From an optimization exercise on the open Yosys and OpenROAD flow, aimed at small area and a short achievable clock period; shortcuts taken in it are not production practice.
Function was checked by simulation only, so behaviour that the tests miss may differ from the original.
Power figures rest on the tool's default switching activity, not on a simulated workload.

== run 1 ==
Design cpu, start of the top module:
module cpu(CLK, RESET, EN_L, Iin, Din, PC, NextPC, DataA, DataB, DataC, DataD, MW);
make LEC_CHECK=0 CAP_MARGIN=20 CORE_MARGIN=2 CORE_UTILIZATION=60 CTS_BUF_LIST=sky130_fd_sc_hd__clkbuf_4 SETUP_SLACK_MARGIN=3.5 SLEW_MARGIN=20 finish   # period 11.5 ns
run.sh (not shown) runs the stock make flow with config.mk's settings and CLKGATE_MAP_FILE= SYNTH_SCRIPT=/design/flow/synth_recipe.tcl, a recipe that flattens the netlist after the stock synthesis.
### run 1 -> run 2
diff --git a/flow/config.mk b/flow/config.mk
--- a/flow/config.mk
+++ b/flow/config.mk
@@ -10,2 +10 @@
-export CORE_UTILIZATION = 60
-export CTS_BUF_LIST = sky130_fd_sc_hd__clkbuf_4
+export CORE_UTILIZATION = 40
Results
- [compare] base=run 1 new=run 2: fraction of final layout cells sized beyond drive strength 1 now smaller; worst hold path depth comparable; number of cells upsized or downsized after cts now smaller; global-route wire length before repair now smaller.
- Re post-synthesis sequential area ratio: no difference whatsoever between run 1 and run 2.
- Going from run 1 to run 2, synthesized area closely matched the old numbers, via count of the first global-routing pass shrank by about 8%.
- Going from run 1 to run 2, overall power after layout grew by a little under 10%.
- Of run 1 and run 2, the run reporting the lower post-route cell area was run 1.
The following lists how run 3 was set up differently from run 2:
==> flow/flow/run.sh (new file) <==
#!/bin/bash
# The standard layout (the standard.sh), with the input and output ports buffered by
# sky130_fd_sc_hd__buf_1 instead of the cell buffer_ports picks by default.
set -euo pipefail
export BUFFER_PORTS_ARGS="-buffer_cell sky130_fd_sc_hd__buf_1"
bash standard.sh > flow_make.log 2>&1
==> flow/standard.sh (new file) <==
#!/bin/bash
# synth_recipe.tcl (not shown) runs the flow's synth.tcl, then flattens the netlist and writes it again
# the make line also repeats each setting of config.mk as NAME=value (left out here)
make -C /OpenROAD-flow-scripts/flow DESIGN_CONFIG=/design/flow/config.mk WORK_HOME=/design/flow/orfs CLKGATE_MAP_FILE= SYNTH_SCRIPT=/design/flow/synth_recipe.tcl "${@:-finish}"
diff --git a/flow/config.mk b/flow/config.mk
--- a/flow/config.mk
+++ b/flow/config.mk
@@ -10 +10,2 @@
-export CORE_UTILIZATION = 40
+export CORE_UTILIZATION = 60
+export CTS_BUF_LIST = sky130_fd_sc_hd__clkbuf_8
removed: flow/run.sh
### Flow results
Going from run 2 to run 3, number of global-route vias before repair now sits lower, number of nets in the final layout now sits lower, total power now sits lower.
Going from run 2 to run 3, critical path depth up 7, wire length on met1 down about 14%, fmax up about 0.9%.
On placer congestion estimate: between run 2 and run 3, it ends up lower for run 3.
Measured against each other, run 2 and run 3 differ in data arrival time of the worst path, the lower figure coming from run 3.
Switching power of the nets (run 3 vs. run 2) decreases by a few percent
Summary of run 3 over run 2: combinational fraction of design power dropped 2.3 points; number of resized instances in the post-cts repair step dropped 71.

---

cpu, a different RTL version from the one above (not shown whole).
For scale: ~72 flip-flops, roughly 76 I/O pins, about 4600 sq um of cells after synthesis.
Settings: LEC_CHECK=0, CAP_MARGIN=20, CORE_MARGIN=2, CORE_UTILIZATION=60, CTS_BUF_LIST=sky130_fd_sc_hd__clkbuf_8, SETUP_SLACK_MARGIN=4.0, SLEW_MARGIN=20, SYNTH_HIERARCHICAL=1; clock period 11.5 ns.
standard.sh (not shown) runs the stock make flow with config.mk's settings and CLKGATE_MAP_FILE= SYNTH_SCRIPT=/design/flow/synth_recipe.tcl, a recipe that flattens the netlist after the stock synthesis.
==> flow/flow/run.sh <==
#!/bin/bash
# The standard layout (the standard.sh), with two changes: the input and output ports are
# buffered by sky130_fd_sc_hd__buf_2 instead of the cell buffer_ports picks by default, and
# clock tree synthesis inserts no dummy loads and clusters up to 24 sinks per buffer.
set -euo pipefail
export BUFFER_PORTS_ARGS="-buffer_cell sky130_fd_sc_hd__buf_2"
export CTS_ARGS="-sink_clustering_enable -repair_clock_nets -buf_list sky130_fd_sc_hd__clkbuf_8 -dont_use_dummy_load -sink_clustering_size 24 -sink_clustering_max_diameter 100"
bash standard.sh > flow_make.log 2>&1
The starting point produced a clean layout.
Next try:
==> flow/flow/run.sh (replaced) <==
#!/bin/bash
# The standard layout (the standard.sh), with the input and output ports buffered by
# sky130_fd_sc_hd__buf_2 instead of the cell buffer_ports picks by default.
set -euo pipefail
export BUFFER_PORTS_ARGS="-buffer_cell sky130_fd_sc_hd__buf_2"
bash standard.sh > flow_make.log 2>&1
Effect: Routed wire length rises by 3.8%. Sequential share of layout area drops by 0.87 points. Utilization came out higher by 1.7 points. Register-to-register slack barely changes. Total power came out higher by 9.3%. Worst hold slack improves by 0.0042 ns. Sequential power barely changes. Clock power goes up by 48%. Non-clock buffer count fell by 2.

[port drivers added, routing unchanged]
How much do the figures lean on ideal ports? The routed layouts below were timed once more, with nothing changed but the port constraints. Step 1 sets driving cells, clkbuf_16 on the clock port and buf_2 on the other inputs (assumed; they add their load-dependent delay and slew). Step 2 moves the port delays by t, midway between the first and last clock arrival at a register: inputs arrive t later, outputs are due t later. That takes back most of the time a late clock gives input paths. a / b / c = ideal / step 1 / step 2; a / b = the first two.
run | shift t [ns] | setup WS [ns] | worst setup path at the end | clock arrival spread, ns | worst register clock-pin slew, ns
run 1 | 0.429 | 3.595 / 3.555 / 3.555 | input to output | 0.016 / 0.016 | 0.12 / 0.12
run 2 | 0.367 | 3.517 / 3.490 / 3.490 | input to output | 0.011 / 0.011 | 0.06 / 0.06
run 3 | 0.379 | 3.587 / 3.561 / 3.561 | input to output | 0.014 / 0.014 | 0.09 / 0.09
the first run of note 2 | 0.376 | 4.163 / 4.129 / 4.129 | input to output | 0.026 / 0.026 | 0.09 / 0.09
the second run of note 2 | 0.387 | 4.142 / 4.108 / 4.108 | input to output | 0.016 / 0.016 | 0.09 / 0.09
After both steps setup and hold are still met in every run listed. The setup slack of run 1, which loses most, moves by -0.040 ns with the drivers and by -0.040 ns with both steps.
